This is an optimization exercise on Yosys and OpenROAD, whose aim is small area, not a production implementation.
RTL that was checked went through simulation tests only; none was proved equivalent to the original.
Only the layout flow was run in runs 1 to 4; the RTL was not checked for function there.
Power is estimated from default activity; no workload was simulated.

==> flow/design.v <==
`timescale 1ns / 1ps
module task2 (clock, reset_neg, PS2_clock, PS2_data, finish_flag, neg_edge, overflow, bit_counter, output_data, output_data_2, Seven_Segment_display, Seven_Segment_display_1);
input clock, reset_neg, PS2_clock, PS2_data;
output logic finish_flag, neg_edge, overflow;
output logic [3:0] bit_counter;
output logic [6:0] Seven_Segment_display, Seven_Segment_display_1;
output logic [7:0] output_data, output_data_2;
logic filt;
logic [3:0] run;
logic run_inc;
assign run_inc = PS2_clock ^ filt ^ run[3];
always_ff @(posedge clock, negedge reset_neg)
if (!reset_neg) begin
  filt <= 1'b0;
  run <= 4'd0;
end else begin
  filt <= filt ^ run[3];
  run[0] <= run_inc & ~run[0];
  run[1] <= run_inc & (run[1] ^ run[0]);
  run[2] <= run_inc & (run[2] ^ (run[1] & run[0]));
  run[3] <= run_inc & run[2] & run[1] & run[0];
end
assign neg_edge = filt & run[3];
logic [3:0] cs;
logic idle;
assign idle = cs[3] & cs[2];
assign bit_counter = {cs[3] & ~cs[2], cs[2] & ~cs[3], cs[1:0]};
assign overflow = cs[3] & cs[1];
assign finish_flag = overflow;
always_ff @(posedge clock, negedge reset_neg)
if (!reset_neg)
  cs <= 4'b1100;
else if (overflow)
  cs <= 4'b1100;
else if (neg_edge)
  cs <= idle ? 4'd0 : cs + 4'd1;
logic [7:0] rx;
always_ff @(posedge clock)
if (neg_edge & ~cs[3])
  rx <= {PS2_data, rx[7:1]};
logic is_f0, is_5a, is_dig;
logic [3:0] dig;
assign is_f0 = rx == 8'hF0;
assign is_5a = rx == 8'h5A;
assign is_dig = (rx == 8'h45) | (rx == 8'h16) | (rx == 8'h1E) | (rx == 8'h26) | (rx == 8'h25) |
                (rx == 8'h2E) | (rx == 8'h36) | (rx == 8'h3D) | (rx == 8'h3E) | (rx == 8'h46);
localparam [2:0] ST_N  = 3'b000;   
localparam [2:0] ST_S1 = 3'b001;   
localparam [2:0] ST_S2 = 3'b010;   
localparam [2:0] ST_S3 = 3'b011;   
localparam [2:0] ST_F2 = 3'b100;   
localparam [2:0] ST_E2 = 3'b101;   
localparam [2:0] ST_F1 = 3'b110;   
localparam [2:0] ST_E1 = 3'b111;   
logic [2:0] st;
logic pd;
logic [3:0] d1, d2;
logic [3:0] ones;
logic tens;
logic ev_f0, ev_dig, ev_5a;
assign ev_f0 = overflow & is_f0;
assign ev_dig = overflow & pd & is_dig;
assign ev_5a = overflow & pd & is_5a;
logic ld1, ld2;
assign ld1 = ev_dig & ((st == ST_N) | (st == ST_F1));
assign ld2 = ev_dig & (st == ST_E1);
logic [4:0] bsum;
logic s_c;
logic [3:0] s_ones;
assign bsum = d1 + d2;
assign s_c = bsum[4] | (bsum[3] & (bsum[2] | bsum[1]));
assign s_ones = {(bsum[3] & ~s_c) | (bsum[4] & bsum[1]), bsum[2] ^ (s_c & ~bsum[1]), bsum[1] ^ s_c, bsum[0]};
always_ff @(posedge clock, negedge reset_neg)
if (!reset_neg) begin
  st <= ST_N;
  pd <= 1'b0;
end else begin
  if (ev_f0)
    pd <= 1'b1;
  else if (ld1 | ld2 | (ev_5a & ((st == ST_F1) | (st == ST_F2))))
    pd <= 1'b0;
  case (st)
    ST_N:  if (ev_dig) st <= ST_F1;
    ST_F1: if (ev_5a) st <= ST_E1;
    ST_E1: if (ev_dig) st <= ST_F2;
    ST_F2: if (ev_5a) st <= ST_E2;
    ST_E2: st <= ST_S1;
    ST_S1: st <= ST_S2;
    ST_S2: st <= ST_S3;
    ST_S3: if (ev_f0) st <= ST_N;
  endcase
end
always_ff @(posedge clock, negedge reset_neg)
if (!reset_neg) begin
  ones <= 4'd0;
  tens <= 1'b0;
end else if (st == ST_S2) begin
  ones <= s_ones;
  tens <= s_c;
end
always_ff @(posedge clock)
if (ld1)
  d1 <= dig;
always_ff @(posedge clock)
if (ld2)
  d2 <= dig;
logic scanmode, showsum;
assign scanmode = st[2] | (~st[1] & st[0]);
assign showsum = ~st[2] & st[1];
logic [3:0] dsel, segv;
logic [6:0] scan, seg;
assign dsel = st[1] ? d1 : d2;
assign segv = st[2] ? dsel : (st[1] ? ones : 4'd0);
assign output_data = scanmode ? {1'b0, scan} : {4'd0, ones};
assign output_data_2 = {1'b0, scanmode, 3'b000, scanmode, 1'b0, scanmode | tens};
assign Seven_Segment_display = seg;
assign Seven_Segment_display_1 = {1'b1, {3{showsum & tens}}, 2'b00, showsum & tens};
assign dig[0] = (~rx[4] & rx[1]) | (rx[4] & rx[0]) | (~rx[5] & ~rx[3] & rx[1]);
assign dig[1] = (~rx[5] & rx[3]) | (rx[5] & ~rx[3] & rx[1]) | (rx[4] & rx[0]);
assign dig[2] = (rx[5] & rx[4] & ~rx[3]) | (~rx[4] & rx[3]) | (rx[5] & rx[0]);
assign dig[3] = (rx[6] & rx[1]) | (rx[5] & rx[4] & rx[3] & rx[1]);
assign scan[0] = (~dsel[3] & ~dsel[1] & ~dsel[0]) | (dsel[2] & dsel[1] & dsel[0]);
assign scan[1] = ~((~dsel[3] & ~dsel[1] & ~dsel[0]) | (dsel[2] & dsel[1] & dsel[0]));
assign scan[2] = 1'b1;
assign scan[3] = (dsel[3] & ~dsel[0]) | (~dsel[2] & dsel[1] & ~dsel[0]) | (dsel[2] & dsel[0]);
assign scan[4] = (~dsel[3] & ~dsel[2] & ~dsel[1] & dsel[0]) | (dsel[3] & ~dsel[0]) | (dsel[1] & ~dsel[0]) | (dsel[2] & dsel[1]);
assign scan[5] = (dsel[1] & dsel[0]) | (dsel[3] & ~dsel[0]) | (dsel[2]);
assign scan[6] = (~dsel[3] & ~dsel[2] & ~dsel[1] & ~dsel[0]) | (dsel[3] & dsel[0]);
assign seg[0] = (~segv[3] & ~segv[2] & ~segv[1] & segv[0]) | (segv[2] & ~segv[1] & ~segv[0]);
assign seg[1] = (segv[2] & ~segv[1] & segv[0]) | (segv[2] & segv[1] & ~segv[0]);
assign seg[2] = (~segv[2] & segv[1] & ~segv[0]);
assign seg[3] = (~segv[3] & ~segv[2] & ~segv[1] & segv[0]) | (segv[2] & ~segv[1] & ~segv[0]) | (segv[2] & segv[1] & segv[0]);
assign seg[4] = (segv[0]) | (segv[2] & ~segv[1]);
assign seg[5] = (~segv[3] & ~segv[2] & segv[0]) | (~segv[2] & segv[1]) | (segv[1] & segv[0]);
assign seg[6] = (~segv[3] & ~segv[2] & ~segv[1]) | (segv[2] & segv[1] & segv[0]);
endmodule
==> flow/run.sh <==
#!/bin/bash
# synth_recipe.tcl (not shown) runs the flow's synth.tcl, then flattens the netlist and writes it again
# the make line also repeats each setting of config.mk as NAME=value (left out here)
make -C /OpenROAD-flow-scripts/flow DESIGN_CONFIG=/design/flow/config.mk WORK_HOME=/design/flow/orfs CLKGATE_MAP_FILE= SYNTH_SCRIPT=/design/flow/synth_recipe.tcl finish
==> flow/config.mk <==
export PLATFORM = sky130hd
export DESIGN_NAME = task2
export DESIGN_NICKNAME = task2
export VERILOG_FILES = /design/flow/design.v
export SDC_FILE = /design/flow/constraint.sdc
export NUM_CORES = 4
export LEC_CHECK = 0
export CAP_MARGIN = 20
export CORE_MARGIN = 2
export CORE_UTILIZATION = 40
export SLEW_MARGIN = 20
==> flow/constraint.sdc <==
create_clock -name core_clock -period 10.0 [get_ports {clock}]
set_input_delay 2.0000 -clock core_clock [delete_from_list [all_inputs] [get_ports {clock}]]
set_output_delay 2.0000 -clock core_clock [all_outputs]
set_load 0.01 [all_outputs]
==> run summary, run 1 <==
CTS buffer count=5; Die Wd=78.8 um; max incr delay on CP=0.73 ns; multi-input logic area=1120 um^2; htree depth=2; detailed-route via count=1629; period utilization=47.4%; fin nets=260; GP Congestion=0.774; io pins=41; Detail Route Antenna Nets=0; CORE AREA=5470 um^2; DP Area=2500 um^2; Worst-Margin Slew=0.784 ns; max_slew headroom=47.6%; crit-path max FO=19; layout cell share with drive strength beyond 1=10.9%; Mapped Cells=228; Lkg Pwr=1.03 nW; EDFF count, synth=16; CTS Buffer Depth=2; synthesized area=2240 um^2; register bit total from synthesis=34; CP max stage cell=dfrtp_1; CP startpoint=st[1]; clock latency on the worst-skew pair=0.28 ns; PwrDens=111 nW/um^2; clock sinks=34; GRT Overall Usage=14.4%; CP Class=reg2out; antenna violations before repair=0; Final HPWL DP=3.13 mm; cell family with most CP delay=flip-flops; CTS tree=yes; Final Critical Period=4.74 ns; cts hold-fix bufs=0; CTS resizes=0; Async SR Flop Fraction=52.9%; Clock Pin Slew Worst Setup and Hold Paths=0.06 ns; Finished Layout Cells=320; Hold Crit Class=reg2reg; crit path capture type=primary output; Initial Util=40.9%; Syn Area/Cell=9.82 um^2; worst IR drop on VDD=0.0833 mV; post-CTS setup buffers=0; status=timing/DRC/antenna clean; Finished Cell Area=2590 um^2; Hold Crit Start=run[0]; worst r2r src=d1[0]; Ys Warns=1; Via-to-Cell Ratio=5.09; sequential fraction of the synthesis area=41.7%; first-pass GRT wire length=7.11 mm; Max-Cap Viols=0; Fin. Hold Viols=0; vias in the first global route=1535; placed insts=312; die height=78.8 um; RSZ-0062 raised after global routing=no; element type at the critical path start=flop; drt initial violations=41; Ant. Diodes=0; crit-path cells=mux2_2 > a22o_1 > nand3b_1 > a21boi_1 > clkdlybuf4s50_1; worst path bufs/invs=1; total iterations of the first detailed-routing run=4; wire per inst=12.9 um; number of cell rows=27; Final setup violation count=0; Total Die Area=6210 um^2; Yosys cell types=57; total gr overflow=0; largest net degree at the start of global routing=20; Fillers=540; Seq. cell area=933 um^2; worst path arrival time=2.74 ns; Root Driver=clkbuf_8; data required time of the worst path=8.00 ns; Routed WL=4.11 mm; Post-synth top flop=edfxtp_1; setup tns final=0 ns; I/O Buffers=31; Residual DRC=0; area grow syn2layout=15.7%; skew final=0.00505 ns; highest clock rate=211 MHz; Slew Limit Fails=0
==> through the flow <==
stage          hold WS, ns  total power (W)  worst slack, ns  util [%]
2_1_floorplan        0.421         0.000186             6.33         -
3_3_place_gp         0.456         0.000190             5.64      45.7
3_5_place_dp         0.461         0.000191             5.58      45.7
4_1_cts              0.470         0.000292             5.27      47.3
5_1_grt              0.499         0.000305             5.07      47.3
6_report             0.466         0.000287             5.26      47.3
==> worst paths after layout <==
check | cells after the start | slack (ns) | end
setup reg to reg | 8 | 7.76 | ones[2]
setup / recovery | 5 | 5.26 | Seven_Segment_display[3]
hold / removal | 1 | 0.47 | run[0]
max in group asynchronous | 1 | 7.33 | cs[1]
hold reg to reg | 1 | 0.47 | run[0]
min in group asynchronous | 1 | 2.18 | cs[0]
==> cell type report <==
type                    instances  area share (%)
multi-input cells             164            43.4
flip-flops and latches         34            36.0
clock buffers                   7            3.33
inverters                      11            1.59
clock inverters                 1           0.193
well taps                      72            3.48
repair buffers                 31            12.0
==> where the power goes <==
part	leakage (nW)	internal [W]	switching, W
registers	0.383	0.000154	0.00000774
logic	0.602	0.0000132	0.0000125
clock network	0.0482	0.0000554	0.0000437
total	1.03	0.000223	0.0000640
==> cell families (layout without fill, tap and decap cells) <==
| family | count (synthesis) | count (layout) | share of synthesized area, % |
|---|---|---|---|
| buffers and inverters | 37 | 50 | 9.27 |
| other | 2 | 9 | 0.335 |
| XOR/XNOR | 10 | 10 | 3.91 |
| flip-flops | 34 | 34 | 41.7 |
| adder cells (fa/ha/maj) | 9 | 9 | 5.36 |
| AO/OA/AOI/OAI | 62 | 62 | 19.1 |
| multiplexers | 9 | 9 | 4.36 |
| AND/OR/NAND/NOR | 65 | 65 | 16.0 |
==> cells in the mapped netlist, types with 6 or more instances <==
cell type | n | share of area (%)
nor2_1 | 19 | 3.2
buf_4 | 17 | 5.7
a21oi_1 | 16 | 3.6
dfrtp_1 | 16 | 18
edfxtp_1 | 16 | 21
nand2_1 | 11 | 1.8
inv_1 | 10 | 1.7
o21ai_0 | 10 | 2.2
ha_1 | 8 | 4.5
mux2_2 | 6 | 3.0
xnor2_1 | 6 | 2.3
==> routing by layer <==
| metal | wire length [um] | global-route usage [%] | share of wire [%] |
|---|---|---|---|
| met5 | 0 | 0 | 0 |
| met4 | 50 | 4.66 | 1.2 |
| met3 | 189 | 3.75 | 4.6 |
| met2 | 1900 | 23.3 | 46 |
| met1 | 1970 | 18.7 | 48 |
==> cell usage in the layout, fill, tap and decap left out, types with 5 or more instances in the layout <==
| master | Yosys | routed |
|---|---|---|
| clkdlybuf4s50_1 | 0 | 31 |
| nor2_1 | 19 | 19 |
| a21oi_1 | 16 | 16 |
| dfrtp_1 | 16 | 16 |
| edfxtp_1 | 16 | 16 |
| nand2_1 | 11 | 11 |
| inv_1 | 10 | 10 |
| o21ai_0 | 10 | 10 |
| conb_1 | 2 | 9 |
| ha_1 | 8 | 8 |
| mux2_2 | 6 | 6 |
| xnor2_1 | 6 | 6 |
| clkbuf_8 | 0 | 6 |
| nor2b_1 | 5 | 5 |
| a21o_1 | 5 | 5 |
| nand3_1 | 5 | 5 |
==> flip-flops by register name (all words and copies together) (netlist names) <==
register  count
filt          1
cs            4
pd            1
run           4
ones          4
d2            4
rx            8
tens          1
st            3
d1            4
==> inputs of run 2 (changes only) <==
==> flow/flow/run.sh (new file) <==
#!/bin/bash
set -o pipefail
cp standard.sh standard.sh.txt 2>/dev/null
export BUFFER_PORTS_ARGS="-buffer_cell sky130_fd_sc_hd__buf_1"
bash standard.sh > standard.log 2>&1
==> flow/standard.sh (new file) <==
#!/bin/bash
# synth_recipe.tcl (not shown) runs the flow's synth.tcl, then flattens the netlist and writes it again
# the make line also repeats each setting of config.mk as NAME=value (left out here)
make -C /OpenROAD-flow-scripts/flow DESIGN_CONFIG=/design/flow/config.mk WORK_HOME=/design/flow/orfs CLKGATE_MAP_FILE= SYNTH_SCRIPT=/design/flow/synth_recipe.tcl "${@:-finish}"
removed: flow/run.sh
==> run summary, run 2 <==
cts hold-fix bufs=0; vias in the first global route=1465; Die Wd=78.8 um; CTS Buffer Depth=2; GRT Overall Usage=13.9%; I/O Buffers=31; register bit total from synthesis=34; Worst-Margin Slew=0.955 ns; CTS resizes=0; Residual DRC=0; Ant. Diodes=0; Via-to-Cell Ratio=5.11; CP Class=reg2out; GR Util met3=3.18%; data required time of the worst path=8.00 ns; worst r2r src=d1[0]; Hold EP=run[0]; number of cell rows=27; crit-path max FO=19; die height=78.8 um; Final HPWL DP=3.06 mm; crit path capture type=primary output; Clock Pin Slew Worst Setup and Hold Paths=0.07 ns; Final Critical Period=4.33 ns; CTS buffer count=5; wire per inst=12.8 um; most frequent cell after synthesis=nor2_1; Root Driver=clkbuf_8; total iterations of the first detailed-routing run=4; clock latency on the worst-skew pair=0.28 ns; Post-synth top flop=edfxtp_1; EDFF count, synth=16; largest area contributor in the netlist=edfxtp_1; Fillers=533; Final setup violation count=0; fin nets=260; most frequent cells in the layout=31 x buf_1, 19 x nor2_1, 16 x a21oi_1, 16 x dfrtp_1, 16 x edfxtp_1; skew final=0.00580 ns; Routed WL=4.10 mm; final core utilization=44.6%; Initial Util=40.9%; htree depth=2; PwrDens=136 nW/um^2; Fin. Hold Viols=0; first-pass GRT wire length=6.85 mm; met1 Usage GRT=17.9%; max_slew headroom=36.4%; Max-Cap Viols=0; sequential fraction of the synthesis area=41.7%; CORE AREA=5470 um^2; Lkg Pwr=0.980 nW; commonest non-fill, non-tap cell in the layout=buf_1; Hold Path Depth=1; io pins=41; setup tns final=0 ns; Mapped Cells=228; Async SR Flop Fraction=52.9%; Yosys cell types=57; post-CTS setup buffers=0; Reg-to-Reg End=ones[2]; CTS tree=yes; Syn Area/Cell=9.82 um^2; element type at the critical path start=flop; top cells by count, synth=19 x nor2_1, 17 x buf_4, 16 x a21oi_1, 16 x dfrtp_1, 16 x edfxtp_1; area grow syn2layout=8.88%; drt initial violations=64; Worst R2R Setup Slack=7.74 ns; synthesized area=2240 um^2; Hold Crit Start=run[0]; Slew Limit Fails=0; M2 GR Usage=23.3%; number of flip-flops in the largest register=8; GP Congestion=0.760; period utilization=43.3%; worst IR drop on VDD=0.0780 mV; RSZ-0062 raised after global routing=no; Ys Warns=1; Yosys top cell area share=21.5%; most flop-heavy register=rx; worst path arrival time=2.33 ns; Total Die Area=6210 um^2; layout cell share with drive strength beyond 1=10.9%; Hold Crit Class=reg2reg; clock sinks=34; Detail Route Antenna Nets=0; largest net degree at the start of global routing=20; highest clock rate=231 MHz; total gr overflow=0; Most Used Layer, Global Route=met2; status=timing/DRC/antenna clean; detailed-route via count=1636; synth top area cells=edfxtp_1 21%, dfrtp_1 18%, buf_4 5.7%; FF-to-FF path depth=8; antenna violations before repair=0
==> run 2: cell counts after synthesis <==
Identical to the previous run, type by type.
==> run 2: final cells by class <==
| cell class | count | area, um^2 | share of cell area (%) |
|---|---|---|---|
| Inverter | 11 | 41.3 | 1.69 |
| Clock buffer | 5 | 68.8 | 2.82 |
| Sequential cell | 34 | 933 | 38.3 |
| Clock inverter | 3 | 63.8 | 2.62 |
| Multi-Input combinational cell | 164 | 1120 | 46.1 |
| Timing Repair Buffer | 31 | 116 | 4.77 |
| Tap cell | 72 | 90.1 | 3.69 |
==> run 2: routing by layer <==
metal  vias up  share of wire, %
met5         -                 0
met4         0               1.1
met3         6               6.1
met2        46                45
met1       747                48
li1        837                 -
==> run 2: worst max-delay path, stage by stage, from the launching register on <==
cell      delay (ns)
dfrtp_1         0.71
mux2_2          0.46
a22o_1          0.34
nand3b_1        0.22
a21boi_1        0.15
buf_1           0.16
==> run 2: per-stage QoR <==
stage               instances  hold WS (ns)  area [um^2]  setup WS (ns)  power (W)
finish                    320         0.459         2440           5.67   0.000333
global route              320         0.505         2440           5.49   0.000348
CTS                       320         0.463         2440           5.68   0.000336
detailed placement        312         0.452         2310           5.99   0.000188
global placement          312         0.455         2310           6.04   0.000187
floorplan                 235         0.421         2270           6.33   0.000186
==> run 2: worst max-delay path by stage <==
stage | slack [ns] | startpoint | endpoint | cells past startpoint
after floorplan | 6.33 | st[1] | Seven_Segment_display[3] | 5
after global placement | 6.04 | st[1] | Seven_Segment_display[3] | 5
after detailed placement | 5.99 | st[1] | Seven_Segment_display[3] | 5
after CTS | 5.68 | st[1] | Seven_Segment_display[3] | 5
after global routing | 5.49 | st[1] | Seven_Segment_display[3] | 5
final | 5.67 | st[1] | Seven_Segment_display[3] | 5
==> run 2: kinds of logic after synthesis <==
family,Yosys count,synth area share [%]
other cells,2,0.335
fa+ha+maj,9,5.36
flops,34,41.7
xor+xnor,10,3.91
simple gates,65,16.0
mux,9,4.36
compound gates,62,19.1
buf+inv,37,9.27
==> run 2: power breakdown <==
part           total [W]  internal (W)  switching [W]
Combinational  0.0000229     0.0000103      0.0000126
Clock           0.000148     0.0000986      0.0000494
Sequential      0.000162      0.000154     0.00000726
Total           0.000333      0.000263      0.0000693
==> inputs of run 3 (changes only) <==
==> flow/flow/run.sh (replaced) <==
#!/bin/bash
set -o pipefail
export BUFFER_PORTS_ARGS="-buffer_cell sky130_fd_sc_hd__buf_1"
export CTS_ARGS="-sink_clustering_enable -repair_clock_nets -dont_use_dummy_load -buf_list sky130_fd_sc_hd__clkbuf_8"
bash standard.sh > standard.log 2>&1
==> run summary, run 3 <==
worst IR drop on VDD=0.0723 mV; switching power=0.0000623 W; CP Class=reg2out; total gr overflow=0; Max-Cap Viols=0; Tot Pwr=0.000272 W; crit path capture type=primary output; drt initial violations=52; commonest non-fill, non-tap cell in the layout=buf_1; Routed WL=4.09 mm; Ys Warns=1; first-pass GRT wire length=6.78 mm; Yosys cell types=57; wire per inst=12.9 um; CTS buffer count=5; Ant. Diodes=0; RSZ-0062 raised after global routing=no; area grow syn2layout=6.03%; GRT Overall Usage=13.9%; Logic pwr share=8.4%; I/O Buffers=31; Detail Route Antenna Nets=0; Hold Path Depth=1; Async SR Flop Fraction=52.9%; sequential fraction of the synthesis area=41.7%; crit-path max FO=19; Final HPWL DP=3.06 mm; Fillers=539; vias in the first global route=1450; GP Congestion=0.760; number of flip-flops in the largest register=8; max_slew headroom=35.9%; Clock Power Share=32.0%; Via-to-Cell Ratio=5.13; Yosys top cell area share=21.5%; largest net degree at the start of global routing=20; layout cell share with drive strength beyond 1=10.2%; Final setup violation count=0; most frequent cell after synthesis=nor2_1; Clock Pin Slew Worst Setup and Hold Paths=0.06 ns; cts hold-fix bufs=0; io pins=41; detailed-route via count=1625; fin nets=260; worst path arrival time=2.34 ns; most frequent cells in the layout=31 x buf_1, 19 x nor2_1, 16 x a21oi_1, 16 x dfrtp_1, 16 x edfxtp_1; Mapped Cells=228; Initial Util=40.9%; synth top area cells=edfxtp_1 21%, dfrtp_1 18%, buf_4 5.7%; Syn Area/Cell=9.82 um^2; P_int=0.000210 W; synthesized area=2240 um^2; antenna violations before repair=0; skew final=0.0139 ns; Lkg Pwr=0.950 nW; CTS Buffer Depth=2; PwrDens=114 nW/um^2; CORE AREA=5470 um^2; sequential fraction of design power=59.5%; Worst-Margin Slew=0.961 ns; register bit total from synthesis=34; Residual DRC=0; status=timing/DRC/antenna clean; number of cell rows=27; total iterations of the first detailed-routing run=4; most flop-heavy register=rx; die height=78.8 um; setup tns final=0 ns; Post-synth top flop=edfxtp_1; htree depth=2; top cells by count, synth=19 x nor2_1, 17 x buf_4, 16 x a21oi_1, 16 x dfrtp_1, 16 x edfxtp_1; Die Wd=78.8 um; Root Driver=clkbuf_8; clock latency on the worst-skew pair=0.28 ns; period utilization=43.4%; CTS resizes=0; Slew Limit Fails=0; Total Die Area=6210 um^2; data required time of the worst path=8.00 ns; Fin. Hold Viols=0; clock sinks=34; Net Sw Frac=22.9%; CTS tree=yes; Hold Crit Class=reg2reg; element type at the critical path start=flop; post-CTS setup buffers=0; FF-to-FF path depth=8; highest clock rate=230 MHz; largest area contributor in the netlist=edfxtp_1; Final Critical Period=4.34 ns; EDFF count, synth=16
[run 3: cell count changes in the layout (fill, tap and decap cells not counted)]
cell       before  now
bufinv_16       2    0
clkinv_1        1    0
[run 3: routing by layer]
layer,up-vias,wire length (um),track usage (%)
met2,41,1830,23.1
met3,7,206,3.52
met4,0,69,5.17
met5,-,0,0
met1,739,1980,17.6
li1,838,-,-
[run 3: kinds of logic (layout without fill, tap and decap cells)]
kind of cell	after synthesis	count (layout)	synth area share (%)
DFF	34	34	41.7
and+or+nand+nor	65	65	16.0
muxes	9	9	4.36
xor gates and xnor gates	10	10	3.91
AOI/OAI and AO/OA	62	62	19.1
buffers and inverters	37	47	9.27
other	2	9	0.335
adders and majority gates	9	9	5.36
[run 3: worst paths after layout]
kind | start | endpoint | slack [ns]
max | st[1] | Seven_Segment_display[3] | 5.66
min | run[0] | run[0] | 0.46
max reg2reg | d1[0] | ones[2] | 7.75
min reg2reg | run[0] | run[0] | 0.46
max in group asynchronous | reset_neg | st[1] | 7.56
min in group asynchronous | reset_neg | cs[1] | 1.84
[run 3: worst max-delay path, stage by stage, from the launching register on]
cell and delay [ns]:
dfrtp_1 0.73, mux2_2 0.46, a22o_1 0.34, nand3b_1 0.22, a21boi_1 0.15, buf_1 0.16
[run 3: layout make-up]
class / count / area, um^2 / area share, %
clock buffer: 5 / 68.8 / 2.90
inverter: 11 / 41.3 / 1.74
multi-input combinational: 164 / 1120 / 47.4
sequential: 34 / 933 / 39.3
tap: 72 / 90.1 / 3.79
timing repair buffer: 31 / 116 / 4.90
[run 3: power by group through the flow]
| stage | clock (W) | combinational, W | sequential, W |
|---|---|---|---|
| 2_1_floorplan | 0 | 0.0000230 | 0.000163 |
| 3_3_place_gp | 0 | 0.0000228 | 0.000164 |
| 3_5_place_dp | 0 | 0.0000231 | 0.000165 |
| 4_1_cts | 0.0000917 | 0.0000233 | 0.000162 |
| 5_1_grt | 0.0000975 | 0.0000263 | 0.000164 |
| 6_report | 0.0000871 | 0.0000229 | 0.000162 |
[run 3: stage by stage]
step	cell area, um^2	setup slack (ns)	hold slack (ns)	utilization [%]	cells
finish	2370	5.66	0.457	43.4	317
floorplan	2270	6.33	0.421	-	235
detailed placement	2310	5.99	0.452	42.1	312
global route	2370	5.50	0.503	43.4	317
global placement	2310	6.04	0.455	42.1	312
CTS	2370	5.68	0.462	43.4	317
==> inputs of run 4 (changes only) <==
==> flow/flow/run.sh (replaced) <==
#!/bin/bash
set -o pipefail
export BUFFER_PORTS_ARGS="-buffer_cell sky130_fd_sc_hd__buf_1"
export CTS_ARGS="-sink_clustering_enable -repair_clock_nets -dont_use_dummy_load -buf_list sky130_fd_sc_hd__clkbuf_4 -sink_clustering_size 40 -sink_clustering_max_diameter 300"
bash standard.sh > standard.log 2>&1
==> run summary, run 4 <==
Via-to-Cell Ratio=5.09; data required time of the worst path=8.00 ns; Clock Pin Slew Worst Setup and Hold Paths=0.09 ns; vias in the first global route=1451; largest area contributor in the netlist=edfxtp_1; Residual DRC=0; most frequent cell after synthesis=nor2_1; Fin. Hold Viols=0; antenna violations before repair=0; number of flip-flops in the largest register=8; number of cell rows=27; worst IR drop on VDD=0.0713 mV; crit path capture type=primary output; Max-Cap Viols=0; commonest non-fill, non-tap cell in the layout=buf_1; Slew Limit Fails=0; most frequent cells in the layout=31 x buf_1, 19 x nor2_1, 16 x a21oi_1, 16 x dfrtp_1, 16 x edfxtp_1; post-CTS setup buffers=0; Die Wd=78.8 um; Detail Route Antenna Nets=0; CTS resizes=0; PwrDens=106 nW/um^2; element type at the critical path start=flop; Tot Pwr=0.000249 W; sequential fraction of the synthesis area=41.7%; Worst-Margin Slew=0.960 ns; max_slew headroom=36.0%; Async SR Flop Fraction=52.9%; highest clock rate=227 MHz; clock latency on the worst-skew pair=0.33 ns; Hold Path Depth=1; CORE AREA=5470 um^2; Total Die Area=6210 um^2; Yosys cell types=57; I/O Buffers=31; CP Class=reg2out; setup tns final=0 ns; FF-to-FF path depth=8; total gr overflow=0; top cells by count, synth=19 x nor2_1, 17 x buf_4, 16 x a21oi_1, 16 x dfrtp_1, 16 x edfxtp_1; Final HPWL DP=3.06 mm; htree depth=2; CTS buffer count=5; total iterations of the first detailed-routing run=4; Hold Crit Start=run[0]; synth top area cells=edfxtp_1 21%, dfrtp_1 18%, buf_4 5.7%; first-pass GRT wire length=6.75 mm; CTS tree=yes; register bit total from synthesis=34; Initial Util=40.9%; Syn Area/Cell=9.82 um^2; Hold WS=0.462 ns; Routed WL=4.06 mm; drt initial violations=58; Final setup violation count=0; Final Critical Period=4.40 ns; crit-path max FO=19; GP Congestion=0.760; Ant. Diodes=0; fin nets=260; Hold Crit Class=reg2reg; die height=78.8 um; Post-synth top flop=edfxtp_1; worst r2r src=d1[0]; Worst R2R Setup Slack=7.74 ns; skew final=0.0175 ns; most flop-heavy register=rx; period utilization=44.0%; Yosys top cell area share=21.5%; wire per inst=12.8 um; Lkg Pwr=0.937 nW; final core utilization=42.8%; cts hold-fix bufs=0; Reg-to-Reg End=ones[2]; multi-input logic area=1120 um^2; layout cell share with drive strength beyond 1=10.2%; Hold EP=run[0]; io pins=41; synthesized area=2240 um^2; Fillers=539; largest net degree at the start of global routing=20; Ys Warns=1; Seq. cell area=933 um^2; EDFF count, synth=16; area grow syn2layout=4.64%; detailed-route via count=1613; worst path arrival time=2.40 ns; status=timing/DRC/antenna clean; clock sinks=34; CTS Buffer Depth=2; Root Driver=clkbuf_4; Mapped Cells=228; RSZ-0062 raised after global routing=no; GRT Overall Usage=13.7%
-- run 4: stage by stage --
stage | setup slack [ns] | instance area [um^2] | cells
2_1_floorplan | 6.33 | 2270 | 235
5_1_grt | 5.44 | 2340 | 317
6_report | 5.60 | 2340 | 317
3_3_place_gp | 6.04 | 2310 | 312
4_1_cts | 5.63 | 2340 | 317
3_5_place_dp | 5.99 | 2310 | 312
-- run 4: final cells by class --
cell class | count | share of cell area, %
multi-input cells | 164 | 48.0
flip-flops and latches | 34 | 39.8
well taps | 72 | 3.84
repair buffers | 31 | 4.97
inverters | 11 | 1.76
clock buffers | 5 | 1.60
-- run 4: logic make-up (layout without fill, tap and decap cells) --
group           Yosys count  in the layout  synth area share (%)
compound gates           62             62                  19.1
xor+xnor                 10             10                  3.91
fa+ha+maj                 9              9                  5.36
buf+inv                  37             47                  9.27
flops                    34             34                  41.7
mux                       9              9                  4.36
other cells               2              9                 0.335
simple gates             65             65                  16.0
-- run 4: how the worst max path moves through the flow --
| stage | start | to | slack [ns] | depth (start not counted) |
|---|---|---|---|---|
| floorplan | st[1] | Seven_Segment_display[3] | 6.33 | 5 |
| global placement | st[1] | Seven_Segment_display[3] | 6.04 | 5 |
| detailed placement | st[1] | Seven_Segment_display[3] | 5.99 | 5 |
| CTS | st[1] | Seven_Segment_display[3] | 5.63 | 5 |
| global route | st[1] | Seven_Segment_display[3] | 5.44 | 5 |
| finish | st[1] | Seven_Segment_display[3] | 5.60 | 5 |
-- run 4: report_power, final --
group / leakage [nW] / internal, W / switching (W)
logic: 0.531 / 0.0000103 / 0.0000126
clock network: 0.0230 / 0.0000235 / 0.0000409
registers: 0.383 / 0.000154 / 0.00000729
total: 0.937 / 0.000188 / 0.0000608
-- run 4: per-layer routing --
layer	global-route usage, %	vias to the layer above	share of wire, %
met5	0	-	0
met4	4.66	0	1.4
met3	2.84	8	5.7
met2	22.9	45	44
met1	17.7	724	49
li1	-	836	-
-- run 4: worst max-delay path, cell delays in order, from the launching register on --
cell	delay, ns
dfrtp_1	0.74
mux2_2	0.46
a22o_1	0.34
nand3b_1	0.22
a21boi_1	0.15
buf_1	0.16
==> inputs of run 5 (changes only) <==
--- a/flow/design.v
+++ b/flow/design.v
@@ -54,7 +54,7 @@
 localparam [2:0] ST_E1 = 3'b111;   
 logic [2:0] st;
 logic pd;
-logic [3:0] d1, d2;
+logic [3:0] ds, dp;   
 logic [3:0] ones;
 logic tens;
 logic ev_f0, ev_dig, ev_5a;
@@ -67,7 +67,7 @@
 logic [4:0] bsum;
 logic s_c;
 logic [3:0] s_ones;
-assign bsum = d1 + d2;
+assign bsum = ds + dp;
 assign s_c = bsum[4] | (bsum[3] & (bsum[2] | bsum[1]));
 assign s_ones = {(bsum[3] & ~s_c) | (bsum[4] & bsum[1]), bsum[2] ^ (s_c & ~bsum[1]), bsum[1] ^ s_c, bsum[0]};
 always_ff @(posedge clock, negedge reset_neg)
@@ -99,17 +99,17 @@
   tens <= s_c;
 end
 always_ff @(posedge clock)
-if (ld1)
-  d1 <= dig;
+if (ld1 | ld2)
+  ds <= dig;
 always_ff @(posedge clock)
 if (ld2)
-  d2 <= dig;
+  dp <= ds;
 logic scanmode, showsum;
 assign scanmode = st[2] | (~st[1] & st[0]);
 assign showsum = ~st[2] & st[1];
 logic [3:0] dsel, segv;
 logic [6:0] scan, seg;
-assign dsel = st[1] ? d1 : d2;
+assign dsel = ds;
 assign segv = st[2] ? dsel : (st[1] ? ones : 4'd0);
 assign output_data = scanmode ? {1'b0, scan} : {4'd0, ones};
 assign output_data_2 = {1'b0, scanmode, 3'b000, scanmode, 1'b0, scanmode | tens};
==> run summary, run 5 <==
worst r2r src=ds[0]; Yosys top cell area share=22.5%; I/O Buffers=31; FF-to-FF path depth=8; Finished Cell Area=2230 um^2; largest net degree at the start of global routing=19; Worst setup endpoint=Seven_Segment_display[3]; io pins=41; Worst-Margin Slew=1.01 ns; Slew Limit Fails=0; Routed WL=3.86 mm; period utilization=42.2%; post-CTS setup buffers=0; Logic pwr share=9.3%; total gr overflow=0; Net Sw Frac=24.4%; drt initial violations=47; skew final=0.00530 ns; first-pass GRT wire length=6.47 mm; total iterations of the first detailed-routing run=4; antenna violations before repair=0; Mapped Cells=210; RSZ-0062 raised after global routing=no; sequential fraction of the synthesis area=43.8%; crit-path cells=nor2b_1 > a22oi_2 > and3_1 > o31a_1 > buf_1; Fin. Hold Viols=0; Reg-to-Reg End=ones[2]; clock sinks=34; sequential fraction of design power=65.0%; multi-input logic area=1020 um^2; Via-to-Cell Ratio=5.26; final core utilization=43.4%; number of cell rows=26; worst path arrival time=2.22 ns; most flop-heavy register=rx; CP max stage cell=dfrtp_1; Worst path depth=5; crit path capture type=primary output; highest clock rate=237 MHz; Lkg Pwr=0.890 nW; largest area contributor in the netlist=edfxtp_1; Ys Warns=1; DP Area=2190 um^2; CORE AREA=5140 um^2; most frequent cells in the layout=31 x buf_1, 16 x dfrtp_1, 16 x edfxtp_1; Syn Area/Cell=10.2 um^2; Detail Route Antenna Nets=0; CTS tree=yes; Total Die Area=5930 um^2; Max-Cap Viols=0; Clock Pin Slew Worst Setup and Hold Paths=0.09 ns; vias in the first global route=1433; area grow syn2layout=4.52%; detailed-route via count=1557; Die Wd=77.0 um; number of flip-flops in the largest register=8; Final Critical Period=4.22 ns; Root Driver=clkbuf_4; setup tns final=0 ns; crit-path max FO=15; max incr delay on CP=0.56 ns; synthesized area=2130 um^2; Post-synth top flop=edfxtp_1; data required time of the worst path=8.00 ns; Residual DRC=0; GP Congestion=0.792; PwrDens=111 nW/um^2; synth top area cells=edfxtp_1 23%, dfrtp_1 19%, buf_4 6.0%; worst IR drop on VDD=0.0727 mV; element type at the critical path start=flop; max_slew headroom=32.9%; Final HPWL DP=2.83 mm; top cells by count, synth=17 x buf_4, 16 x dfrtp_1, 16 x edfxtp_1; switching power=0.0000605 W; commonest non-fill, non-tap cell in the layout=buf_1; cts hold-fix bufs=0; CP startpoint=st[2]; Hold Crit Class=reg2reg; Final setup violation count=0; htree depth=2; cell family with most CP delay=simple AND/OR/NAND/NOR gates; die height=77.0 um; GRT Overall Usage=13.5%; status=timing/DRC/antenna clean; clock latency on the worst-skew pair=0.32 ns; Clock Power Share=25.6%; Fillers=527; CP Class=reg2out; fin nets=241; Ant. Diodes=0; worst path bufs/invs=1; CTS Buffer Depth=2; wire per inst=13.0 um; Async SR Flop Fraction=52.9%; P_int=0.000188 W; CTS buffer count=5; register bit total from synthesis=34; Worst R2R Setup Slack=7.47 ns; EDFF count, synth=16; layout cell share with drive strength beyond 1=7.08%; Seq. cell area=933 um^2; Initial Util=41.5%; CTS resizes=0; most frequent cell after synthesis=buf_4; Yosys cell types=57
[run 5: cell count changes after synthesis, sizes merged, moves of 3 or more]
cell and delta:
a21oi -3, nor2 -7, xnor2 -3, mux2 -3
[run 5: worst min path at each step]
stage                      start      to  slack, ns  cells past startpoint
after global placement    run[0]  run[0]       0.46                      1
after global routing      run[0]  run[0]       0.50                      1
final                     run[0]  run[0]       0.47                      1
after detailed placement  run[0]  run[0]       0.46                      1
after floorplan            rx[4]   rx[3]       0.42                      0
after CTS                 run[0]  run[0]       0.47                      1
[run 5: layout make-up]
cell class                 instances  share of cell area [%]
multi-input combinational        147                    45.8
sequential                        34                    41.9
timing repair buffer              31                    5.22
tap                               70                    3.93
clock buffer                       5                    1.68
inverter                           9                    1.52
[run 5: routing by layer]
metal	track usage (%)	part of all wire, %
met1	17.4	47
met2	22.1	47
met3	3.29	4.2
met4	5.18	1.0
met5	0	0
[run 5: cell families after synthesis]
| family | Yosys count | share of synthesized area [%] |
|---|---|---|
| AOI/OAI and AO/OA | 54 | 18.2 |
| xor gates and xnor gates | 7 | 2.88 |
| adders and majority gates | 9 | 5.63 |
| muxes | 7 | 3.46 |
| DFF | 34 | 43.8 |
| and+or+nand+nor | 61 | 15.8 |
| other | 2 | 0.352 |
| buffers and inverters | 36 | 9.86 |
[run 5: per-stage QoR]
| stage | std cells | total power, W | setup WS (ns) | hold WS [ns] |
|---|---|---|---|---|
| floorplan | 217 | 0.000185 | 6.49 | 0.421 |
| global placement | 291 | 0.000187 | 6.21 | 0.455 |
| detailed placement | 291 | 0.000188 | 6.15 | 0.460 |
| CTS | 296 | 0.000252 | 5.77 | 0.475 |
| global route | 296 | 0.000262 | 5.58 | 0.497 |
| finish | 296 | 0.000248 | 5.78 | 0.467 |
[run 5: power groups by stage]
stage,Clock (W),Combinational (W),Sequential [W]
finish,0.0000636,0.0000231,0.000161
global route,0.0000733,0.0000265,0.000163
CTS,0.0000672,0.0000237,0.000162
detailed placement,0,0.0000238,0.000164
global placement,0,0.0000229,0.000164
floorplan,0,0.0000227,0.000163
[run 5: worst reg2reg max path, delay by kind of cell (launching register included)]
kind                       cells  cell delay, ns
AOI/OAI and AO/OA              3            0.49
DFF                            1            0.57
muxes                          1            0.27
xor gates and xnor gates       1            0.16
adders and majority gates      3            0.93
==> inputs of run 6 (changes only) <==
==> flow/flow/run.sh (replaced) <==
#!/bin/bash
# Layout flow: the standard synthesis, then the combinational logic is
# re-mapped for area by ABC (flip-flops untouched), then the standard
# layout with the port buffers made from buf_1 and a clock tree without
# dummy loads. Each tool writes its own log in this folder.
set -euo pipefail
here=$(pwd)
res=$here/orfs/results/$FLOW_PLATFORM/task2/base
export BUFFER_PORTS_ARGS="-buffer_cell sky130_fd_sc_hd__buf_1"
export CTS_ARGS="-sink_clustering_enable -repair_clock_nets -dont_use_dummy_load -buf_list sky130_fd_sc_hd__clkbuf_4"
bash standard.sh $res/1_2_yosys.v > standard_synth.log 2>&1
cp $res/1_2_yosys.v $here/synth_standard.v
REOPT_LIB=$FLOW_HOME/platforms/sky130hd/lib/sky130_fd_sc_hd__tt_025C_1v80.lib \
REOPT_IN=$here/synth_standard.v REOPT_OUT=$here/synth_reopt.v REOPT_TOP=$FLOW_TOP \
REOPT_SCRIPT=$here/flow/area.abc \
  $FLOW_HOME/../tools/install/yosys/bin/yosys -c $here/flow/reopt.tcl > reopt.log 2>&1
cp $here/synth_reopt.v $res/1_2_yosys.v
bash standard.sh finish > standard_finish.log 2>&1
==> flow/flow/area.abc (new file) <==
strash
&get -n
&deepsyn -T 30
&put
amap
topo
==> flow/flow/reopt.tcl (new file) <==
# Re-map the combinational logic of the standard synthesis for area.
# Flip-flops are kept as they are (same instances, names and cell types).
yosys -import
set lib $::env(REOPT_LIB)
set dont_use {sky130_fd_sc_hd__fill_1 sky130_fd_sc_hd__fill_2 sky130_fd_sc_hd__fill_4 sky130_fd_sc_hd__fill_8 sky130_fd_sc_hd__lpflow_bleeder_1 sky130_fd_sc_hd__lpflow_clkbufkapwr_1 sky130_fd_sc_hd__lpflow_clkbufkapwr_16 sky130_fd_sc_hd__lpflow_clkbufkapwr_2 sky130_fd_sc_hd__lpflow_clkbufkapwr_4 sky130_fd_sc_hd__lpflow_clkbufkapwr_8 sky130_fd_sc_hd__lpflow_clkinvkapwr_1 sky130_fd_sc_hd__lpflow_clkinvkapwr_16 sky130_fd_sc_hd__lpflow_clkinvkapwr_2 sky130_fd_sc_hd__lpflow_clkinvkapwr_4 sky130_fd_sc_hd__lpflow_clkinvkapwr_8 sky130_fd_sc_hd__lpflow_decapkapwr_12 sky130_fd_sc_hd__lpflow_decapkapwr_3 sky130_fd_sc_hd__lpflow_decapkapwr_4 sky130_fd_sc_hd__lpflow_decapkapwr_6 sky130_fd_sc_hd__lpflow_decapkapwr_8 sky130_fd_sc_hd__lpflow_inputiso0n_1 sky130_fd_sc_hd__lpflow_inputiso0p_1 sky130_fd_sc_hd__lpflow_inputiso1n_1 sky130_fd_sc_hd__lpflow_inputiso1p_1 sky130_fd_sc_hd__lpflow_inputisolatch_1 sky130_fd_sc_hd__lpflow_isobufsrc_1 sky130_fd_sc_hd__lpflow_isobufsrc_16 sky130_fd_sc_hd__lpflow_isobufsrc_2 sky130_fd_sc_hd__lpflow_isobufsrc_4 sky130_fd_sc_hd__lpflow_isobufsrc_8 sky130_fd_sc_hd__lpflow_isobufsrckapwr_16 sky130_fd_sc_hd__lpflow_lsbuf_lh_hl_isowell_tap_1 sky130_fd_sc_hd__lpflow_lsbuf_lh_hl_isowell_tap_2 sky130_fd_sc_hd__lpflow_lsbuf_lh_hl_isowell_tap_4 sky130_fd_sc_hd__lpflow_lsbuf_lh_isowell_4 sky130_fd_sc_hd__lpflow_lsbuf_lh_isowell_tap_1 sky130_fd_sc_hd__lpflow_lsbuf_lh_isowell_tap_2 sky130_fd_sc_hd__lpflow_lsbuf_lh_isowell_tap_4 sky130_fd_sc_hd__probe_p_8 sky130_fd_sc_hd__probec_p_8 }
set du_args {}
foreach c $dont_use { lappend du_args -dont_use $c }
read_liberty -ignore_miss_func $lib
read_verilog $::env(REOPT_IN)
hierarchy -top $::env(REOPT_TOP)
setattr -mod -set keep_hierarchy 1 sky130_fd_sc_hd__df* sky130_fd_sc_hd__edf* sky130_fd_sc_hd__sdf* sky130_fd_sc_hd__conb*
flatten
delete {t:$scopeinfo}
opt_clean -purge
select -module $::env(REOPT_TOP)
tee -o $::env(REOPT_OUT).before_stat.txt stat -liberty $lib
select -clear
abc -liberty $lib {*}$du_args -script $::env(REOPT_SCRIPT)
opt_clean -purge
splitnets
opt_clean -purge
hilomap -singleton -hicell sky130_fd_sc_hd__conb_1 HI -locell sky130_fd_sc_hd__conb_1 LO
insbuf -buf sky130_fd_sc_hd__buf_4 A X
opt_clean -purge
select -module $::env(REOPT_TOP)
tee -o $::env(REOPT_OUT).after_stat.txt stat -liberty $lib
write_verilog -noattr -nohex -nodec -selected $::env(REOPT_OUT)
==> run summary, run 6 <==
Ant. Diodes=0; Lkg Pwr=0.752 nW; Final Critical Period=4.12 ns; die height=72.1 um; met1 Usage GRT=20.5%; Residual DRC=0; CTS resizes=0; PwrDens=113 nW/um^2; placed insts=286; Mapped Cells=212; Final HPWL DP=2.71 mm; I/O Buffers=31; Initial Util=42.1%; CTS Buffer Depth=2; worst r2r src=cs[3]; largest net degree at the start of global routing=19; Worst R2R Setup Slack=7.39 ns; most frequent cells in the layout=41 x nor2_1, 30 x buf_1, 29 x clkinv_1; M2 GR Usage=22.8%; Root Driver=clkbuf_4; antenna violations before repair=0; htree depth=2; final core utilization=44.9%; vias in the first global route=1334; data required time of the worst path=8.00 ns; setup tns final=0 ns; Fillers=435; Max-Cap Viols=0; Slew Limit Fails=0; layout cell share with drive strength beyond 1=3.35%; clock sinks=34; crit path capture type=primary output; CTS tree=yes; Hold EP=run[0]; Via-to-Cell Ratio=5.15; Hold Path Depth=1; multi-input logic area=721 um^2; Final setup violation count=0; Clock Pin Slew Worst Setup and Hold Paths=0.09 ns; synthesized area=1860 um^2; FF-to-FF path depth=7; Detail Route Antenna Nets=0; Syn Area/Cell=8.76 um^2; post-CTS setup buffers=0; clock latency on the worst-skew pair=0.33 ns; Die Wd=72.1 um; total iterations of the first detailed-routing run=4; GRT Overall Usage=15.2%; Total Die Area=5200 um^2; CORE AREA=4410 um^2; Reg-to-Reg End=dp[1]; most flop-heavy register=rx; commonest non-fill, non-tap cell in the layout=nor2_1; Most Used Layer, Global Route=met2; detailed-route via count=1498; Ys Warns=1; CTS buffer count=5; element type at the critical path start=flop; skew final=0.0174 ns; worst IR drop on VDD=0.0744 mV; Fin. Hold Viols=0; crit-path max FO=10; fin nets=245; cts hold-fix bufs=0; worst path arrival time=2.12 ns; drt initial violations=71; period utilization=41.2%; Hold Crit Start=run[0]; Seq. cell area=933 um^2; status=timing/DRC/antenna clean; max_slew headroom=57.4%; Routed WL=3.56 mm; Worst-Margin Slew=0.636 ns; GP Congestion=0.906; io pins=41; total gr overflow=0; area grow syn2layout=6.81%; Finished Layout Cells=291; wire per inst=12.2 um; number of cell rows=24; CP Class=reg2out; GR Util met3=4.03%; number of flip-flops in the largest register=8; Hold Crit Class=reg2reg; RSZ-0062 raised after global routing=no; first-pass GRT wire length=6.11 mm; highest clock rate=243 MHz
-- run 6: stage by stage --
stage                     area, um^2  hold slack (ns)  power [W]  worst slack [ns]
after global placement          1940            0.435   0.000163              6.27
after CTS                       1980            0.453   0.000227              5.86
final                           1980            0.450   0.000224              5.88
after floorplan                 1880            0.420   0.000163              6.47
after detailed placement        1940            0.439   0.000164              6.22
after global routing            1980            0.476   0.000235              5.65
-- run 6: cell type report --
cell class                      instances  share of cell area [%]
Sequential cell                        34                    47.1
Inverter                               29                    5.49
Timing Repair Buffer                   31                    5.93
Multi-Input combinational cell        140                    36.3
Tap cell                               52                    3.28
Clock buffer                            5                    1.89
-- run 6: worst max path at each step --
| stage | startpoint | end | slack (ns) | cells after the start |
|---|---|---|---|---|
| floorplan | st[2] | Seven_Segment_display[3] | 6.47 | 8 |
| global placement | st[2] | Seven_Segment_display[3] | 6.27 | 9 |
| detailed placement | st[2] | Seven_Segment_display[3] | 6.22 | 9 |
| CTS | st[2] | Seven_Segment_display[3] | 5.86 | 9 |
| global route | st[2] | Seven_Segment_display[6] | 5.65 | 9 |
| finish | st[2] | Seven_Segment_display[3] | 5.88 | 9 |
-- run 6: worst max-delay path: stages (launching register included) --
cell and delay [ns]:
dfrtp_1 0.50, clkinv_1 0.17, o22ai_1 0.25, clkinv_1 0.12, nor2_1 0.14, nor3_1 0.08, clkinv_1 0.07, nor2_1 0.04
or3_1 0.30, buf_1 0.13
-- run 6: metal layers --
layer  share of wire [%]  up-vias
met2                  43       59
met1                  46      666
met3                 7.8        8
met5                   0        -
li1                    -      765
met4                 2.3        0
-- run 6: power breakdown --
| group | internal, W | switching, W | total [W] |
|---|---|---|---|
| combinational | 0.00000261 | 0.00000702 | 0.00000963 |
| sequential | 0.000149 | 0.00000189 | 0.000151 |
| clock | 0.0000235 | 0.0000401 | 0.0000636 |
==> inputs of run 7 (changes only) <==
--- a/flow/design.v
+++ b/flow/design.v
@@ -44,32 +44,31 @@
 assign is_5a = rx == 8'h5A;
 assign is_dig = (rx == 8'h45) | (rx == 8'h16) | (rx == 8'h1E) | (rx == 8'h26) | (rx == 8'h25) |
                 (rx == 8'h2E) | (rx == 8'h36) | (rx == 8'h3D) | (rx == 8'h3E) | (rx == 8'h46);
-localparam [2:0] ST_N  = 3'b000;   
-localparam [2:0] ST_S1 = 3'b001;   
-localparam [2:0] ST_S2 = 3'b010;   
-localparam [2:0] ST_S3 = 3'b011;   
-localparam [2:0] ST_F2 = 3'b100;   
-localparam [2:0] ST_E2 = 3'b101;   
-localparam [2:0] ST_F1 = 3'b110;   
-localparam [2:0] ST_E1 = 3'b111;   
+assign dig[0] = (~rx[4] & rx[1]) | (rx[4] & rx[0]) | (~rx[5] & ~rx[3] & rx[1]);
+assign dig[1] = (~rx[5] & rx[3]) | (rx[5] & ~rx[3] & rx[1]) | (rx[4] & rx[0]);
+assign dig[2] = (rx[5] & rx[4] & ~rx[3]) | (~rx[4] & rx[3]) | (rx[5] & rx[0]);
+assign dig[3] = (rx[6] & rx[1]) | (rx[5] & rx[4] & rx[3] & rx[1]);
+localparam [2:0] ST_N = 3'd0;
+localparam [2:0] ST_S1 = 3'd1;
+localparam [2:0] ST_S2 = 3'd3;
+localparam [2:0] ST_S3 = 3'd4;
+localparam [2:0] ST_F2 = 3'd7;
+localparam [2:0] ST_E2 = 3'd5;
+localparam [2:0] ST_F1 = 3'd6;
+localparam [2:0] ST_E1 = 3'd2;
 logic [2:0] st;
 logic pd;
-logic [3:0] ds, dp;   
+logic [3:0] ds, dp;
 logic [3:0] ones;
 logic tens;
 logic ev_f0, ev_dig, ev_5a;
 assign ev_f0 = overflow & is_f0;
 assign ev_dig = overflow & pd & is_dig;
 assign ev_5a = overflow & pd & is_5a;
-logic ld1, ld2;
+logic ld1, ld2, ldsum;
 assign ld1 = ev_dig & ((st == ST_N) | (st == ST_F1));
 assign ld2 = ev_dig & (st == ST_E1);
-logic [4:0] bsum;
-logic s_c;
-logic [3:0] s_ones;
-assign bsum = ds + dp;
-assign s_c = bsum[4] | (bsum[3] & (bsum[2] | bsum[1]));
-assign s_ones = {(bsum[3] & ~s_c) | (bsum[4] & bsum[1]), bsum[2] ^ (s_c & ~bsum[1]), bsum[1] ^ s_c, bsum[0]};
+assign ldsum = st == ST_S2;
 always_ff @(posedge clock, negedge reset_neg)
 if (!reset_neg) begin
   st <= ST_N;
@@ -90,42 +89,47 @@
     ST_S3: if (ev_f0) st <= ST_N;
   endcase
 end
-always_ff @(posedge clock, negedge reset_neg)
-if (!reset_neg) begin
-  ones <= 4'd0;
-  tens <= 1'b0;
-end else if (st == ST_S2) begin
-  ones <= s_ones;
-  tens <= s_c;
-end
 always_ff @(posedge clock)
 if (ld1 | ld2)
   ds <= dig;
 always_ff @(posedge clock)
 if (ld2)
   dp <= ds;
-logic scanmode, showsum;
-assign scanmode = st[2] | (~st[1] & st[0]);
-assign showsum = ~st[2] & st[1];
-logic [3:0] dsel, segv;
+logic [3:0] vs, vp;
+assign vs = ds;
+assign vp = dp;
+logic [4:0] bsum;
+logic s_c;
+logic [3:0] s_ones;
+assign bsum = vs + vp;
+assign s_c = bsum[4] | (bsum[3] & (bsum[2] | bsum[1]));
+assign s_ones = {(bsum[3] & ~s_c) | (bsum[4] & bsum[1]), bsum[2] ^ (s_c & ~bsum[1]), bsum[1] ^ s_c, bsum[0]};
+always_ff @(posedge clock, negedge reset_neg)
+if (!reset_neg) begin
+  ones <= 4'd0;
+  tens <= 1'b0;
+end else if (ldsum) begin
+  ones <= s_ones;
+  tens <= s_c;
+end
+logic scanmode, showdig, showsum;
+assign scanmode = (st == ST_F1) | (st == ST_E1) | (st == ST_F2) | (st == ST_E2) | (st == ST_S1);
+assign showdig = (st == ST_F1) | (st == ST_E1) | (st == ST_F2) | (st == ST_E2);
+assign showsum = (st == ST_S2) | (st == ST_S3);
 logic [6:0] scan, seg;
-assign dsel = ds;
-assign segv = st[2] ? dsel : (st[1] ? ones : 4'd0);
+logic [3:0] segv;
+assign scan[0] = (~ds[3] & ~ds[1] & ~ds[0]) | (ds[2] & ds[1] & ds[0]);
+assign scan[1] = ~((~ds[3] & ~ds[1] & ~ds[0]) | (ds[2] & ds[1] & ds[0]));
+assign scan[2] = 1'b1;
+assign scan[3] = (ds[3] & ~ds[0]) | (~ds[2] & ds[1] & ~ds[0]) | (ds[2] & ds[0]);
+assign scan[4] = (~ds[3] & ~ds[2] & ~ds[1] & ds[0]) | (ds[3] & ~ds[0]) | (ds[1] & ~ds[0]) | (ds[2] & ds[1]);
+assign scan[5] = (ds[1] & ds[0]) | (ds[3] & ~ds[0]) | (ds[2]);
+assign scan[6] = (~ds[3] & ~ds[2] & ~ds[1] & ~ds[0]) | (ds[3] & ds[0]);
+assign segv = showdig ? vs : (showsum ? ones : 4'd0);
 assign output_data = scanmode ? {1'b0, scan} : {4'd0, ones};
 assign output_data_2 = {1'b0, scanmode, 3'b000, scanmode, 1'b0, scanmode | tens};
 assign Seven_Segment_display = seg;
 assign Seven_Segment_display_1 = {1'b1, {3{showsum & tens}}, 2'b00, showsum & tens};
-assign dig[0] = (~rx[4] & rx[1]) | (rx[4] & rx[0]) | (~rx[5] & ~rx[3] & rx[1]);
-assign dig[1] = (~rx[5] & rx[3]) | (rx[5] & ~rx[3] & rx[1]) | (rx[4] & rx[0]);
-assign dig[2] = (rx[5] & rx[4] & ~rx[3]) | (~rx[4] & rx[3]) | (rx[5] & rx[0]);
-assign dig[3] = (rx[6] & rx[1]) | (rx[5] & rx[4] & rx[3] & rx[1]);
-assign scan[0] = (~dsel[3] & ~dsel[1] & ~dsel[0]) | (dsel[2] & dsel[1] & dsel[0]);
-assign scan[1] = ~((~dsel[3] & ~dsel[1] & ~dsel[0]) | (dsel[2] & dsel[1] & dsel[0]));
-assign scan[2] = 1'b1;
-assign scan[3] = (dsel[3] & ~dsel[0]) | (~dsel[2] & dsel[1] & ~dsel[0]) | (dsel[2] & dsel[0]);
-assign scan[4] = (~dsel[3] & ~dsel[2] & ~dsel[1] & dsel[0]) | (dsel[3] & ~dsel[0]) | (dsel[1] & ~dsel[0]) | (dsel[2] & dsel[1]);
-assign scan[5] = (dsel[1] & dsel[0]) | (dsel[3] & ~dsel[0]) | (dsel[2]);
-assign scan[6] = (~dsel[3] & ~dsel[2] & ~dsel[1] & ~dsel[0]) | (dsel[3] & dsel[0]);
 assign seg[0] = (~segv[3] & ~segv[2] & ~segv[1] & segv[0]) | (segv[2] & ~segv[1] & ~segv[0]);
 assign seg[1] = (segv[2] & ~segv[1] & segv[0]) | (segv[2] & segv[1] & ~segv[0]);
 assign seg[2] = (~segv[2] & segv[1] & ~segv[0]);
==> run summary, run 7 <==
Syn Area/Cell=8.36 um^2; CORE AREA=4660 um^2; cell family with most CP delay=simple AND/OR/NAND/NOR gates; area grow syn2layout=6.73%; max_slew headroom=58.9%; Ant. Diodes=0; max incr delay on CP=0.49 ns; multi-input logic area=741 um^2; most flop-heavy register=rx; final core utilization=43.8%; Worst-Margin Slew=0.614 ns; I/O Buffers=31; worst path bufs/invs=4; GRT Overall Usage=15.8%; total gr overflow=0; period utilization=51.6%; worst path arrival time=3.16 ns; clock latency on the worst-skew pair=0.33 ns; element type at the critical path start=flop; PwrDens=110 nW/um^2; highest clock rate=194 MHz; CTS Buffer Depth=2; die height=73.2 um; wire per inst=12.1 um; cts hold-fix bufs=0; Logic pwr share=4.3%; Lkg Pwr=0.753 nW; crit-path most repeated cell=nor2_1; Finished Layout Cells=310; Mapped Cells=229; post-CTS setup buffers=0; crit-path cells=clkinv_1 > nor2_1 > clkinv_1 > nor2_1 > nor2_1 > clkinv_1 > o32a_1 > o21ai_0 > nor2_1 > or3_1 > buf_1; number of cell rows=25; placed insts=305; most frequent cells in the layout=46 x nor2_1, 39 x clkinv_1, 30 x buf_1; synthesized area=1910 um^2; htree depth=2; setup tns final=0 ns; CP max stage cell=nor2_1; vias in the first global route=1510; Fin. Hold Viols=0; CTS buffer count=5; clock sinks=34; Die Wd=73.2 um; Clock Power Share=28.5%; CTS tree=yes; io pins=41; number of flip-flops in the largest register=8; Routed WL=3.75 mm; Clock Pin Slew Worst Setup and Hold Paths=0.10 ns; Max-Cap Viols=0; CTS resizes=0; Net Sw Frac=22.0%; P_int=0.000175 W; Via-to-Cell Ratio=5.07; Final Critical Period=5.16 ns; Ys Warns=1; crit-path max FO=10; Initial Util=41.1%; layout cell share with drive strength beyond 1=3.13%; Total Die Area=5360 um^2; Hold Crit Class=reg2reg; Detail Route Antenna Nets=0; sequential fraction of design power=67.2%; GP Congestion=0.826; RSZ-0062 raised after global routing=no; Slew Limit Fails=0; Tot Pwr=0.000225 W; Fillers=479; antenna violations before repair=0; total iterations of the first detailed-routing run=4; Root Driver=clkbuf_4; detailed-route via count=1571; commonest non-fill, non-tap cell in the layout=nor2_1; first-pass GRT wire length=6.53 mm; status=timing/DRC/antenna clean; Seq. cell area=933 um^2; drt initial violations=75; Final HPWL DP=2.91 mm; Final setup violation count=0; largest net degree at the start of global routing=19; crit path capture type=primary output; skew final=0.0272 ns; CP Class=reg2out; fin nets=262; data required time of the worst path=8.00 ns; Residual DRC=0; switching power=0.0000495 W; worst IR drop on VDD=0.0585 mV
run 7: metrics by stage:
step	hold WS, ns	worst slack [ns]	area (um^2)
2_1_floorplan	0.420	5.50	1940
3_3_place_gp	0.434	5.33	2000
3_5_place_dp	0.436	5.22	2010
4_1_cts	0.450	4.83	2040
5_1_grt	0.473	4.44	2040
6_report	0.448	4.84	2040
run 7: path summary, 6_finish.rpt:
path                                                  to  startpoint  cells past startpoint  slack [ns]
worst min-delay path                              run[0]      run[0]                      1        0.45
max in group asynchronous                         run[1]   reset_neg                      1        8.06
worst max register to register                     dp[1]       rx[4]                      8        7.45
worst max-delay path            Seven_Segment_display[5]       st[1]                     11        4.84
min in group asynchronous                         run[0]   reset_neg                      1        1.60
worst min register to register                    run[0]      run[0]                      1        0.45
run 7: per-layer routing:
| layer | wire [um] | vias up | GRT usage [%] | part of all wire, % |
|---|---|---|---|---|
| met3 | 178 | 5 | 3.73 | 4.7 |
| met1 | 1740 | 701 | 19.6 | 46 |
| met5 | 0 | - | 0 | 0 |
| li1 | - | 819 | - | - |
| met4 | 42 | 0 | 7.20 | 1.1 |
| met2 | 1790 | 46 | 26.0 | 48 |
run 7: power groups by stage:
stage / registers (W) / logic (W) / clock network [W]
6_report: 0.000151 / 0.00000957 / 0.0000641
5_1_grt: 0.000152 / 0.0000121 / 0.0000737
4_1_cts: 0.000151 / 0.00000982 / 0.0000677
3_5_place_dp: 0.000154 / 0.00000989 / 0
3_3_place_gp: 0.000154 / 0.00000968 / 0
2_1_floorplan: 0.000153 / 0.00000981 / 0
run 7: layout make-up:
cell class	instances	share of cell area [%]
repair buffers	31	5.76
inverters	39	7.16
multi-input cells	147	36.3
well taps	54	3.31
flip-flops and latches	34	45.7
clock buffers	5	1.84
==> inputs of run 8 (changes only) <==
--- a/flow/flow/run.sh
+++ b/flow/flow/run.sh
@@ -7,6 +7,7 @@
 here=$(pwd)
 res=$here/orfs/results/$FLOW_PLATFORM/task2/base
 export BUFFER_PORTS_ARGS="-buffer_cell sky130_fd_sc_hd__buf_1"
+export SKIP_REPAIR_TIE_FANOUT=1
 export CTS_ARGS="-sink_clustering_enable -repair_clock_nets -dont_use_dummy_load -buf_list sky130_fd_sc_hd__clkbuf_4"
 bash standard.sh $res/1_2_yosys.v > standard_synth.log 2>&1
 cp $res/1_2_yosys.v $here/synth_standard.v
==> run summary, run 8 <==
largest net degree at the start of global routing=19; Worst-Margin Slew=0.615 ns; PwrDens=112 nW/um^2; Hold WS=0.454 ns; Finished Cell Area=2020 um^2; Total Die Area=5360 um^2; Detail Route Antenna Nets=0; highest clock rate=193 MHz; crit-path max FO=10; max_slew headroom=58.8%; Die Wd=73.2 um; Ant. Diodes=0; Routed WL=3.77 mm; Final HPWL DP=2.91 mm; Seq. cell area=933 um^2; die height=73.2 um; GP Congestion=0.862; Final Critical Period=5.18 ns; Fillers=485; fin nets=255; worst IR drop on VDD=0.0737 mV; Finished Layout Cells=303; Final setup violation count=0; commonest non-fill, non-tap cell in the layout=nor2_1; Lkg Pwr=0.730 nW; I/O Buffers=31; Ys Warns=1; total iterations of the first detailed-routing run=4; CTS tree=yes; htree depth=2; Clock Pin Slew Worst Setup and Hold Paths=0.09 ns; wire per inst=12.4 um; FF-to-FF path depth=8; io pins=41; Via-to-Cell Ratio=5.07; Hold Path Depth=1; Slew Limit Fails=0; first-pass GRT wire length=6.28 mm; Max-Cap Viols=0; synthesized area=1910 um^2; skew final=0.0147 ns; Root Driver=clkbuf_4; crit path capture type=primary output; Residual DRC=0; element type at the critical path start=flop; final core utilization=43.3%; clock sinks=34; Syn Area/Cell=8.36 um^2; data required time of the worst path=8.00 ns; area grow syn2layout=5.36%; CTS resizes=0; multi-input logic area=714 um^2; antenna violations before repair=0; drt initial violations=60; detailed-route via count=1537; Hold Crit Class=reg2reg; worst path arrival time=3.18 ns; vias in the first global route=1379; number of cell rows=25; CTS Buffer Depth=2; cts hold-fix bufs=0; CP Class=reg2out; clock latency on the worst-skew pair=0.33 ns; placed insts=298; DP Area=1980 um^2; RSZ-0062 raised after global routing=no; most flop-heavy register=rx; number of flip-flops in the largest register=8; setup tns final=0 ns; post-CTS setup buffers=0; Mapped Cells=229; period utilization=51.8%; most frequent cells in the layout=46 x nor2_1, 39 x clkinv_1, 30 x buf_1; CTS buffer count=5; Fin. Hold Viols=0; status=timing/DRC/antenna clean; Initial Util=41.1%; GRT Overall Usage=15.4%; CORE AREA=4660 um^2; layout cell share with drive strength beyond 1=3.21%; total gr overflow=0
-- run 8: changes by cell type in the layout (fill, tap and decap cells not counted) --
cell / previous run / this run
clkbuf_2: 0 / 1
conb_1: 9 / 2
buf_2: 1 / 0
-- run 8: report_power, final --
part	leakage (nW)	total [W]	switching (W)	internal, W
sequential	0.383	0.000151	0.00000195	0.000149
combinational	0.324	0.00000961	0.00000699	0.00000262
clock	0.0230	0.0000656	0.0000421	0.0000235
-- run 8: worst max-delay path, stage by stage, from the launching register on --
cell      delay (ns)
dfrtp_1         0.45
clkinv_1        0.10
nor2_1          0.06
clkinv_1        0.07
nor2_1          0.11
nor2_1          0.51
clkinv_1        0.38
o32a_1          0.43
o21ai_0         0.16
nor2_1          0.10
or3_1           0.36
buf_1           0.13
-- run 8: layout make-up --
class,count,share of cell area [%]
clock buffer,5,1.86
timing repair buffer,31,5.83
tap,54,3.35
sequential,34,46.3
multi-input combinational,140,35.4
inverter,39,7.26
-- run 8: path summary, 6_finish.rpt --
check | start | endpoint | slack (ns)
setup / recovery | st[1] | Seven_Segment_display[5] | 4.82
hold / removal | run[0] | run[0] | 0.45
setup reg to reg | rx[4] | dp[0] | 7.51
hold reg to reg | run[0] | run[0] | 0.45
max in group asynchronous | reset_neg | cs[2] | 8.06
min in group asynchronous | reset_neg | cs[0] | 1.60
-- run 8: through the flow --
| stage | total power [W] | worst slack (ns) |
|---|---|---|
| after floorplan | 0.000163 | 5.50 |
| after global routing | 0.000237 | 4.38 |
| after CTS | 0.000229 | 4.82 |
| after global placement | 0.000163 | 5.32 |
| final | 0.000226 | 4.82 |
| after detailed placement | 0.000164 | 5.20 |
-- run 8: routing by layer --
| metal | share of wire (%) | global-route usage [%] |
|---|---|---|
| met3 | 3.4 | 3.87 |
| met1 | 46 | 18.6 |
| met4 | 1.4 | 6.79 |
| met2 | 49 | 25.8 |
| met5 | 0 | 0 |

-- re-timing with driven ports --
Ports are ideal in the flow. The routed layouts listed here were re-timed in OpenROAD.
Step 1, drivers: a clkbuf_16 drives clock and a buf_2 each remaining input, both assumed.
Step 2, shift: input delay + t, output delay - t, t = (earliest + latest rising clock arrival at the registers) / 2. This alone moves slack from input paths to output paths.
Slacks: ideal ports / drivers / drivers and shift; pairs: ideal ports / drivers.
run	t (ns)	setup WS [ns]	worst setup path at the end
run 1	0.299	5.264 / 5.238 / 5.537	register to output
run 2	0.309	5.674 / 5.646 / 5.955	register to output
run 3	0.305	5.659 / 5.630 / 5.935	register to output
run 4	0.350	5.601 / 5.576 / 5.925	register to output
run 5	0.339	5.778 / 5.753 / 6.092	register to output
run 6	0.345	5.882 / 5.860 / 6.204	register to output
run 7	0.337	4.838 / 4.814 / 5.151	register to output
run 8	0.347	4.820 / 4.797 / 5.143	register to output
After both steps setup and hold are still met in every run listed.
